This is an optimization exercise on Yosys and OpenROAD, whose aim is small area, a short achievable clock period and few clock cycles, not a production implementation. Where RTL was checked, it was by simulation tests only, not by an equivalence proof against the original. Power and IR drop assume default switching activity.

==> inputs of v31 <==
// mvm
module mvm #(
    parameter NUM_OLANES = 8
)(
    input clk,
    input rst,
    output [7:0] o_vec_raddr,
    input  [63:0] i_vec_rdata,
    output [8:0] o_mat_raddr,
    input  [NUM_OLANES*64-1:0] i_mat_rdata,
    input i_start,
    input [7:0] i_vec_start_addr,
    input [8:0] i_vec_num_words,
    input [8:0] i_mat_start_addr,
    input [9:0] i_mat_num_rows_per_olane,
    output o_busy,
    output [NUM_OLANES*32-1:0] o_result,
    output o_valid
);
==> module lane, before the edit <==
module lane (
    input clk,
    input [63:0] v,
    input [63:0] m,
    input first,
    output [26:0] sum
);
wire [129:0] y0;
reg  [129:0] r0;
wire [40:0] y1;
reg  [40:0] r1;
wire [26:0] nxt_s, nxt_c;
reg  [26:0] acc_s, acc_c, sum_r;
lane_s0 s0 (.v(v), .m(m), .y(y0));
lane_s1 s1 (.x(r0), .y(y1));
lane_acc sa (.x(r1), .first(first), .acc_s(acc_s), .acc_c(acc_c), .nxt_s(nxt_s), .nxt_c(nxt_c));
always @(posedge clk) begin
    r0 <= y0;
    r1 <= y1;
    acc_s <= nxt_s;
    acc_c <= nxt_c;
    sum_r <= ~(acc_s + acc_c + 1'b1);    
end
assign sum = sum_r;
endmodule
export LEC_CHECK = 0
export CAP_MARGIN = 20
export CORE_MARGIN = 2
export CORE_UTILIZATION = 65
export PLACE_DENSITY = 0.75
export SETUP_SLACK_MARGIN = 3.4
export SLEW_MARGIN = 20
export SYNTH_HIERARCHICAL = 1
export SYNTH_MINIMUM_KEEP_SIZE = 0
create_clock -name core_clock -period 6.0 [get_ports {clk}]
standard.sh (not shown) runs the stock make flow with config.mk's settings and CLKGATE_MAP_FILE= SYNTH_SCRIPT=/design/flow/synth_recipe.tcl, a recipe that flattens the netlist after the stock synthesis.
==> flow/flow/run.sh <==
#!/bin/bash
# Layout: the standard flow (standard.sh, unchanged synthesis and steps),
# except that the input and output ports are buffered with plain buffers
# (buf_1, resized later by the flow as timing needs) instead of the delay-type
# buffer the placer picks by default.  make's full output goes to
# standard.log; each ORFS step keeps its own log under orfs/logs/.
set -uo pipefail
export BUFFER_PORTS_ARGS="-buffer_cell sky130_fd_sc_hd__buf_1"
bash standard.sh > standard.log 2>&1
status=$?
tail -n 40 standard.log
exit $status
==> v39 (differences from v31) <==
--- a/flow/design.v
+++ b/flow/design.v
@@ -1190,4 +1190,5 @@
 reg  [40:0] r1;
 wire [26:0] nxt_s, nxt_c;
+wire [27:0] sum_p = {acc_s, 1'b1} + {acc_c, 1'b1};
 reg  [26:0] acc_s, acc_c, sum_r;
 lane_s0 s0 (.v(v), .m(m), .y(y0));
@@ -1199,5 +1200,5 @@
     acc_s <= nxt_s;
     acc_c <= nxt_c;
-    sum_r <= ~(acc_s + acc_c + 1'b1);    
+    sum_r <= ~sum_p[27:1];
 end
 assign sum = sum_r;
- CORE_UTILIZATION: 65 -> 50
- CTS_BUF_LIST: not set -> sky130_fd_sc_hd__clkbuf_8
- PLACE_DENSITY: 0.75 -> 0.65
- SETUP_SLACK_MARGIN: 3.4 -> 2.7
==> v22 (differences from v31) <==
--- a/flow/design.v
+++ b/flow/design.v
@@ -1190,4 +1190,5 @@
 reg  [40:0] r1;
 wire [26:0] nxt_s, nxt_c;
+wire [27:0] sum_p = {acc_s, 1'b1} + {acc_c, 1'b1};
 reg  [26:0] acc_s, acc_c, sum_r;
 lane_s0 s0 (.v(v), .m(m), .y(y0));
@@ -1199,5 +1200,5 @@
     acc_s <= nxt_s;
     acc_c <= nxt_c;
-    sum_r <= ~(acc_s + acc_c + 1'b1);    
+    sum_r <= ~sum_p[27:1];
 end
 assign sum = sum_r;
- CORE_UTILIZATION: 65 -> 50
- PLACE_DENSITY: 0.75 -> 0.65
- SETUP_SLACK_MARGIN: 3.4 -> 3.15
==> v37 (differences from v31) <==
--- a/flow/design.v
+++ b/flow/design.v
@@ -1190,4 +1190,5 @@
 reg  [40:0] r1;
 wire [26:0] nxt_s, nxt_c;
+wire [27:0] sum_p = {acc_s, 1'b1} + {acc_c, 1'b1};
 reg  [26:0] acc_s, acc_c, sum_r;
 lane_s0 s0 (.v(v), .m(m), .y(y0));
@@ -1199,5 +1200,5 @@
     acc_s <= nxt_s;
     acc_c <= nxt_c;
-    sum_r <= ~(acc_s + acc_c + 1'b1);    
+    sum_r <= ~sum_p[27:1];
 end
 assign sum = sum_r;
- CORE_UTILIZATION: 65 -> 50
- PLACE_DENSITY: 0.75 -> 0.65
- SETUP_SLACK_MARGIN: 3.4 -> 3.0
==> results.sh <==
export IMPL_status="finished clean"
export IMPL_cts_resized=305
export IMPL_grt_first_pass_wirelength_um=900000
export IMPL_grt_max_degree=117
export IMPL_gp_congestion=0.982
export IMPL_dp_slack_ns=1.31
export IMPL_post_cts_buffers=0
export IMPL_cts_made_buffers=241
export IMPL_dp_cells=18543
export IMPL_placed_area_um2=182000
# the run above: v37

==> results.sh <==
export IMPL_status="aborted with a tool error"
export IMPL_stop_stage="global routing (5_1_grt)"
export IMPL_firstError="[ERROR GRT-0116] Global routing finished with congestion. Check the congestion regions in the DRC Viewer."
export IMPL_grt_max_degree=166
export IMPL_cts_made_buffers=228
export IMPL_synth_edff_count=28
export IMPL_dp_cells=17553
export IMPL_gp_congestion=1.03
export IMPL_netlist_instances=13785
export IMPL_grt_first_pass_wirelength_um=1240000
export IMPL_synth_top_cell_area_share_pct=49.1
export IMPL_cts_resized=2309
export IMPL_dp_slack_ns=1.25
export IMPL_post_cts_buffers=451
export IMPL_placed_area_um2=183000
# the run above: v31

==> results.sh <==
export IMPL_status="finished clean"
export IMPL_grt_max_degree=161
export IMPL_dp_slack_ns=1.35
export IMPL_grt_first_pass_wirelength_um=877000
export IMPL_gp_congestion=0.985
export IMPL_placed_area_um2=176000
export IMPL_cts_made_buffers=379
# the run above: v39

==> results.sh <==
export IMPL_clkbuf_count=331
export IMPL_placed_area_um2=184000
export IMPL_dp_cells=18573
export IMPL_grt_max_degree=131
export IMPL_gp_congestion=0.989
export IMPL_nNetsFinal=20024
export IMPL_dp_slack_ns=1.35
export IMPL_largest_cell_class="multi-input combinational cells"
export IMPL_grt_first_pass_wirelength_um=1010000
export IMPL_status="finished clean"
export IMPL_post_cts_buffers=113
# the run above: v22

Testbench counts of v39, summed over its fixed seeds: cycles 28,914.
Testbench counts of v22, summed over its fixed seeds: cycles 28,914.
Testbench counts of v37, summed over its fixed seeds: cycles 28,914.
No functional check of the RTL was part of v31.


==> v30 <==
Another version of the RTL of mvm (not shown whole).
==> module lane_acc, before the edit <==
module lane_acc (
    input [40:0] x,
    input first,
    input [26:0] acc,
    output [26:0] nxt
);
wire [80:0] t;
assign t[0] = first | ~acc[0];
fa u0 (.a(x[0]), .b(x[1]), .c(t[0]), .s(t[1]), .co(t[2]));
assign t[3] = first | ~acc[1];
assign t[4] = ~(x[2] ^ t[3]);
assign t[5] = x[2] | t[3];
assign t[6] = first | ~acc[2];
assign t[7] = ~(x[3] ^ t[6]);
assign t[8] = x[3] | t[6];
assign t[9] = first | ~acc[3];
fa u1 (.a(x[4]), .b(x[5]), .c(t[9]), .s(t[10]), .co(t[11]));
assign t[12] = first | ~acc[4];
assign t[13] = ~(x[6] ^ t[12]);
assign t[14] = x[6] | t[12];
assign t[15] = first | ~acc[5];
assign t[16] = ~(x[7] ^ t[15]);
assign t[17] = x[7] | t[15];
assign t[18] = first | ~acc[6];
fa u2 (.a(x[8]), .b(x[9]), .c(t[18]), .s(t[19]), .co(t[20]));
assign t[21] = first | ~acc[7];
fa u3 (.a(x[10]), .b(x[11]), .c(t[21]), .s(t[22]), .co(t[23]));
assign t[24] = first | ~acc[8];
fa u4 (.a(x[12]), .b(x[13]), .c(t[24]), .s(t[25]), .co(t[26]));
assign t[27] = first | ~acc[9];
fa u5 (.a(x[14]), .b(x[15]), .c(t[27]), .s(t[28]), .co(t[29]));
assign t[30] = first | ~acc[10];
fa u6 (.a(x[16]), .b(x[17]), .c(t[30]), .s(t[31]), .co(t[32]));
assign t[33] = first | ~acc[11];
fa u7 (.a(x[18]), .b(x[19]), .c(t[33]), .s(t[34]), .co(t[35]));
assign t[36] = first | ~acc[12];
fa u8 (.a(x[20]), .b(x[21]), .c(t[36]), .s(t[37]), .co(t[38]));
assign t[39] = first | ~acc[13];
fa u9 (.a(x[22]), .b(x[23]), .c(t[39]), .s(t[40]), .co(t[41]));
assign t[42] = first | ~acc[14];
fa u10 (.a(x[24]), .b(x[25]), .c(t[42]), .s(t[43]), .co(t[44]));
assign t[45] = first | ~acc[15];
fa u11 (.a(x[26]), .b(x[27]), .c(t[45]), .s(t[46]), .co(t[47]));
assign t[48] = first | ~acc[16];
fa u12 (.a(x[28]), .b(x[29]), .c(t[48]), .s(t[49]), .co(t[50]));
assign t[51] = first | ~acc[17];
fa u13 (.a(x[30]), .b(x[31]), .c(t[51]), .s(t[52]), .co(t[53]));
assign t[54] = first | ~acc[18];
assign t[55] = ~(x[32] ^ t[54]);
assign t[56] = x[32] | t[54];
assign t[57] = first | ~acc[19];
assign t[58] = ~(x[33] ^ t[57]);
assign t[59] = x[33] | t[57];
assign t[60] = first | ~acc[20];
assign t[61] = ~(x[34] ^ t[60]);
assign t[62] = x[34] | t[60];
assign t[63] = first | ~acc[21];
assign t[64] = ~(x[35] ^ t[63]);
assign t[65] = x[35] | t[63];
assign t[66] = first | ~acc[22];
assign t[67] = ~(x[36] ^ t[66]);
assign t[68] = x[36] | t[66];
assign t[69] = first | ~acc[23];
assign t[70] = ~(x[37] ^ t[69]);
assign t[71] = x[37] | t[69];
assign t[72] = first | ~acc[24];
assign t[73] = ~(x[38] ^ t[72]);
assign t[74] = x[38] | t[72];
assign t[75] = first | ~acc[25];
assign t[76] = ~(x[39] ^ t[75]);
assign t[77] = x[39] | t[75];
assign t[78] = first | ~acc[26];
assign t[79] = ~(x[40] ^ t[78]);
assign t[80] = x[40] | t[78];
wire [26:0] s = {t[79], t[76], t[73], t[70], t[67], t[64], t[61], t[58], t[55], t[52], t[49], t[46], t[43], t[40], t[37], t[34], t[31], t[28], t[25], t[22], t[19], t[16], t[13], t[10], t[7], t[4], t[1]};
wire [26:0] c = {t[77], t[74], t[71], t[68], t[65], t[62], t[59], t[56], t[53], t[50], t[47], t[44], t[41], t[38], t[35], t[32], t[29], t[26], t[23], t[20], t[17], t[14], t[11], t[8], t[5], t[2], 1'b1};
wire [27:0] sum_p = {s, 1'b1} + {c, 1'b1};    
assign nxt = ~sum_p[27:1];
endmodule
==> module lane, before the edit <==
module lane (
    input clk,
    input [63:0] vin,
    input [63:0] m,
    input first_in,
    output [26:0] sum
);
reg  [63:0] v;
reg  first;
wire [143:0] y0;
reg  [143:0] r0;
wire [42:0] y1;
reg  [42:0] r1;
wire [40:0] y2;
reg  [40:0] r2;
wire [26:0] nxt;
reg  [26:0] acc;
lane_s0 s0 (.v(v), .m(m), .y(y0));
lane_s1 s1 (.x(r0), .y(y1));
lane_s2 s2 (.x(r1), .y(y2));
lane_acc sa (.x(r2), .first(first), .acc(acc), .nxt(nxt));
always @(posedge clk) begin
    v <= vin;
    first <= first_in;
    r0 <= y0;
    r1 <= y1;
    r2 <= y2;
    acc <= nxt;
end
assign sum = acc;
endmodule
Settings: LEC_CHECK=0, CAP_MARGIN=20, CORE_MARGIN=2, CORE_UTILIZATION=50, PLACE_DENSITY=0.65, SETUP_SLACK_MARGIN=3.3, SLEW_MARGIN=20, SYNTH_HIERARCHICAL=1, SYNTH_MINIMUM_KEEP_SIZE=0; clock period 6.0 ns.
Scripts as last shown in full above: flow/flow/run.sh
==> v21: changes against v30 <==
--- a/flow/design.v
+++ b/flow/design.v
@@ -1071,82 +1071,57 @@
 endmodule
 module lane_acc (
     input [40:0] x,
-    input first,
-    input [26:0] acc,
-    output [26:0] nxt
+    input first_nx,
+    input [26:0] fb,
+    output [26:0] nxt,
+    output [26:0] fb_nxt
 );
-wire [80:0] t;
-assign t[0] = first | ~acc[0];
-fa u0 (.a(x[0]), .b(x[1]), .c(t[0]), .s(t[1]), .co(t[2]));
-assign t[3] = first | ~acc[1];
-assign t[4] = ~(x[2] ^ t[3]);
-assign t[5] = x[2] | t[3];
-assign t[6] = first | ~acc[2];
-assign t[7] = ~(x[3] ^ t[6]);
-assign t[8] = x[3] | t[6];
-assign t[9] = first | ~acc[3];
-fa u1 (.a(x[4]), .b(x[5]), .c(t[9]), .s(t[10]), .co(t[11]));
-assign t[12] = first | ~acc[4];
-assign t[13] = ~(x[6] ^ t[12]);
-assign t[14] = x[6] | t[12];
-assign t[15] = first | ~acc[5];
-assign t[16] = ~(x[7] ^ t[15]);
-assign t[17] = x[7] | t[15];
-assign t[18] = first | ~acc[6];
-fa u2 (.a(x[8]), .b(x[9]), .c(t[18]), .s(t[19]), .co(t[20]));
-assign t[21] = first | ~acc[7];
-fa u3 (.a(x[10]), .b(x[11]), .c(t[21]), .s(t[22]), .co(t[23]));
-assign t[24] = first | ~acc[8];
-fa u4 (.a(x[12]), .b(x[13]), .c(t[24]), .s(t[25]), .co(t[26]));
-assign t[27] = first | ~acc[9];
-fa u5 (.a(x[14]), .b(x[15]), .c(t[27]), .s(t[28]), .co(t[29]));
-assign t[30] = first | ~acc[10];
-fa u6 (.a(x[16]), .b(x[17]), .c(t[30]), .s(t[31]), .co(t[32]));
-assign t[33] = first | ~acc[11];
-fa u7 (.a(x[18]), .b(x[19]), .c(t[33]), .s(t[34]), .co(t[35]));
-assign t[36] = first | ~acc[12];
-fa u8 (.a(x[20]), .b(x[21]), .c(t[36]), .s(t[37]), .co(t[38]));
-assign t[39] = first | ~acc[13];
-fa u9 (.a(x[22]), .b(x[23]), .c(t[39]), .s(t[40]), .co(t[41]));
-assign t[42] = first | ~acc[14];
-fa u10 (.a(x[24]), .b(x[25]), .c(t[42]), .s(t[43]), .co(t[44]));
-assign t[45] = first | ~acc[15];
-fa u11 (.a(x[26]), .b(x[27]), .c(t[45]), .s(t[46]), .co(t[47]));
-assign t[48] = first | ~acc[16];
-fa u12 (.a(x[28]), .b(x[29]), .c(t[48]), .s(t[49]), .co(t[50]));
-assign t[51] = first | ~acc[17];
-fa u13 (.a(x[30]), .b(x[31]), .c(t[51]), .s(t[52]), .co(t[53]));
-assign t[54] = first | ~acc[18];
-assign t[55] = ~(x[32] ^ t[54]);
-assign t[56] = x[32] | t[54];
-assign t[57] = first | ~acc[19];
-assign t[58] = ~(x[33] ^ t[57]);
-assign t[59] = x[33] | t[57];
-assign t[60] = first | ~acc[20];
-assign t[61] = ~(x[34] ^ t[60]);
-assign t[62] = x[34] | t[60];
-assign t[63] = first | ~acc[21];
-assign t[64] = ~(x[35] ^ t[63]);
-assign t[65] = x[35] | t[63];
-assign t[66] = first | ~acc[22];
-assign t[67] = ~(x[36] ^ t[66]);
-assign t[68] = x[36] | t[66];
-assign t[69] = first | ~acc[23];
-assign t[70] = ~(x[37] ^ t[69]);
-assign t[71] = x[37] | t[69];
-assign t[72] = first | ~acc[24];
-assign t[73] = ~(x[38] ^ t[72]);
-assign t[74] = x[38] | t[72];
-assign t[75] = first | ~acc[25];
-assign t[76] = ~(x[39] ^ t[75]);
-assign t[77] = x[39] | t[75];
-assign t[78] = first | ~acc[26];
-assign t[79] = ~(x[40] ^ t[78]);
-assign t[80] = x[40] | t[78];
-wire [26:0] s = {t[79], t[76], t[73], t[70], t[67], t[64], t[61], t[58], t[55], t[52], t[49], t[46], t[43], t[40], t[37], t[34], t[31], t[28], t[25], t[22], t[19], t[16], t[13], t[10], t[7], t[4], t[1]};
-wire [26:0] c = {t[77], t[74], t[71], t[68], t[65], t[62], t[59], t[56], t[53], t[50], t[47], t[44], t[41], t[38], t[35], t[32], t[29], t[26], t[23], t[20], t[17], t[14], t[11], t[8], t[5], t[2], 1'b1};
+wire [53:0] t;
+fa u0 (.a(x[0]), .b(x[1]), .c(fb[0]), .s(t[0]), .co(t[1]));
+assign t[2] = ~(x[2] ^ fb[1]);
+assign t[3] = x[2] | fb[1];
+assign t[4] = ~(x[3] ^ fb[2]);
+assign t[5] = x[3] | fb[2];
+fa u1 (.a(x[4]), .b(x[5]), .c(fb[3]), .s(t[6]), .co(t[7]));
+assign t[8] = ~(x[6] ^ fb[4]);
+assign t[9] = x[6] | fb[4];
+assign t[10] = ~(x[7] ^ fb[5]);
+assign t[11] = x[7] | fb[5];
+fa u2 (.a(x[8]), .b(x[9]), .c(fb[6]), .s(t[12]), .co(t[13]));
+fa u3 (.a(x[10]), .b(x[11]), .c(fb[7]), .s(t[14]), .co(t[15]));
+fa u4 (.a(x[12]), .b(x[13]), .c(fb[8]), .s(t[16]), .co(t[17]));
+fa u5 (.a(x[14]), .b(x[15]), .c(fb[9]), .s(t[18]), .co(t[19]));
+fa u6 (.a(x[16]), .b(x[17]), .c(fb[10]), .s(t[20]), .co(t[21]));
+fa u7 (.a(x[18]), .b(x[19]), .c(fb[11]), .s(t[22]), .co(t[23]));
+fa u8 (.a(x[20]), .b(x[21]), .c(fb[12]), .s(t[24]), .co(t[25]));
+fa u9 (.a(x[22]), .b(x[23]), .c(fb[13]), .s(t[26]), .co(t[27]));
+fa u10 (.a(x[24]), .b(x[25]), .c(fb[14]), .s(t[28]), .co(t[29]));
+fa u11 (.a(x[26]), .b(x[27]), .c(fb[15]), .s(t[30]), .co(t[31]));
+fa u12 (.a(x[28]), .b(x[29]), .c(fb[16]), .s(t[32]), .co(t[33]));
+fa u13 (.a(x[30]), .b(x[31]), .c(fb[17]), .s(t[34]), .co(t[35]));
+assign t[36] = ~(x[32] ^ fb[18]);
+assign t[37] = x[32] | fb[18];
+assign t[38] = ~(x[33] ^ fb[19]);
+assign t[39] = x[33] | fb[19];
+assign t[40] = ~(x[34] ^ fb[20]);
+assign t[41] = x[34] | fb[20];
+assign t[42] = ~(x[35] ^ fb[21]);
+assign t[43] = x[35] | fb[21];
+assign t[44] = ~(x[36] ^ fb[22]);
+assign t[45] = x[36] | fb[22];
+assign t[46] = ~(x[37] ^ fb[23]);
+assign t[47] = x[37] | fb[23];
+assign t[48] = ~(x[38] ^ fb[24]);
+assign t[49] = x[38] | fb[24];
+assign t[50] = ~(x[39] ^ fb[25]);
+assign t[51] = x[39] | fb[25];
+assign t[52] = ~(x[40] ^ fb[26]);
+assign t[53] = x[40] | fb[26];
+wire [26:0] s = {t[52], t[50], t[48], t[46], t[44], t[42], t[40], t[38], t[36], t[34], t[32], t[30], t[28], t[26], t[24], t[22], t[20], t[18], t[16], t[14], t[12], t[10], t[8], t[6], t[4], t[2], t[0]};
+wire [26:0] c = {t[51], t[49], t[47], t[45], t[43], t[41], t[39], t[37], t[35], t[33], t[31], t[29], t[27], t[25], t[23], t[21], t[19], t[17], t[15], t[13], t[11], t[9], t[7], t[5], t[3], t[1], 1'b1};
 wire [27:0] sum_p = {s, 1'b1} + {c, 1'b1};    
 assign nxt = ~sum_p[27:1];
+assign fb_nxt = sum_p[27:1] | {27{first_nx}};
 endmodule
 module fa (input a, input b, input c, output s, output co);
 assign s = a ^ b ^ c;
@@ -1164,26 +1139,26 @@
     output [26:0] sum
 );
 reg  [63:0] v;
-reg  first;
 wire [143:0] y0;
 reg  [143:0] r0;
 wire [42:0] y1;
 reg  [42:0] r1;
 wire [40:0] y2;
 reg  [40:0] r2;
-wire [26:0] nxt;
+wire [26:0] nxt, fb_nxt;
+reg  [26:0] fb;      
 reg  [26:0] acc;
 lane_s0 s0 (.v(v), .m(m), .y(y0));
 lane_s1 s1 (.x(r0), .y(y1));
 lane_s2 s2 (.x(r1), .y(y2));
-lane_acc sa (.x(r2), .first(first), .acc(acc), .nxt(nxt));
+lane_acc sa (.x(r2), .first_nx(first_in), .fb(fb), .nxt(nxt), .fb_nxt(fb_nxt));
 always @(posedge clk) begin
     v <= vin;
-    first <= first_in;
     r0 <= y0;
     r1 <= y1;
     r2 <= y2;
     acc <= nxt;
+    fb <= fb_nxt;
 end
 assign sum = acc;
 endmodule
==> results.txt <==
|  | v21 | v30 |
|---|---|---|
| Min Hold Slack | 0.3164 ns | 0.3211 ns |
| Data required time of the critical path | 6.83 ns | 6.82 ns |
| Die extent in x | 598.7 um | 590.6 um |
| Signal buf overhead | 2.843% | 3.327% |
| Initial core utilization | 50.18% | 50.19% |
| Site Rows | 218 | 215 |
| Net switching power of the design | 0.05987 W | 0.05430 W |
| Mean Syn Cell Area | 12.31 um^2 | 12.34 um^2 |
| Length of the first detailed-routing pass in iterations | 5 | 6 |
| R2R cell count | 12 | 11 |
| Count of clock buffers in the final design | 431 | 419 |
| Routed wire length per instance | 31.24 um | 31.40 um |
| Fraction of final layout cells with drive strength greater than 1 | 39.38% | 42.34% |
| Standard cell area after detailed placement | 192600 um^2 | 187800 um^2 |
| Sw frac | 42.93% | 42.39% |
| Count of cell types in the netlist | 62 | 66 |
| Proportion of power drawn by combinational gates | 60.5% | 60.4% |
| Result of the run | failed layout checks | no timing/DRC/antenna violations |
| Violated checks | antenna rules | - |
| Synth Instances | 14370 | 13940 |
| Hold Startpoint | first_p[2]$_DFF_P_ | lanes[1].lane_inst.r1[4]$_DFF_P_ |
| Rel. slew slack | 16.14% | 15.19% |
| Commonest non-fill, non-tap cell in the layout | sky130_fd_sc_hd__nand2_1 | sky130_fd_sc_hd__fa_2 |
| Share of the synthesized area in the top cell type | 44.83% | 46.08% |
| Non-clock buffer count | 1070 | 1096 |
| Post-synthesis mux area share | 0.1642% | 0.02909% |
| Clock distribution power | 0.0218 W | 0.0197 W |
Testbench counts of v30, summed over its fixed seeds: cycles 28,922.
Testbench counts of v21, summed over its fixed seeds: cycles 28,922.

[afterwards: timing with drivers on the ports]
In the flow no input, the clock included, has a driving cell. The finished layouts below were timed again as built, in two steps. Step 1 assumes that a clkbuf_16 drives the clock port and a buf_2 every other input. Step 2 also shifts input and output timing later by t, the mid clock arrival at the registers, as if the neighbouring blocks saw the same clock. Slacks: no drivers / after step 1 / after step 2; pairs: no drivers / after step 1.
run | t (ns) | slack for setup (ns) | hold slack, ns | cell pins on the clock port's net
v39 | 1.224 | 2.606 / 2.607 / 1.383 | 0.250 / 0.171 / 0.312 | 1
v22 | 1.127 | 2.995 / 2.704 / 1.577 | 0.323 / 0.265 / 0.323 | 1
v37 | 1.090 | 2.832 / 2.571 / 1.481 | 0.320 / 0.320 / 0.320 | 1
v30 | 1.056 | 2.920 / 2.920 / 2.169 | 0.321 / 0.321 / 0.321 | 1
v21 | 1.067 | 3.032 / 3.032 / 2.073 | 0.316 / 0.316 / 0.316 | 1
The setup slack of v22, which loses most, moves by -0.291 ns with the drivers and by -1.418 ns with both steps.
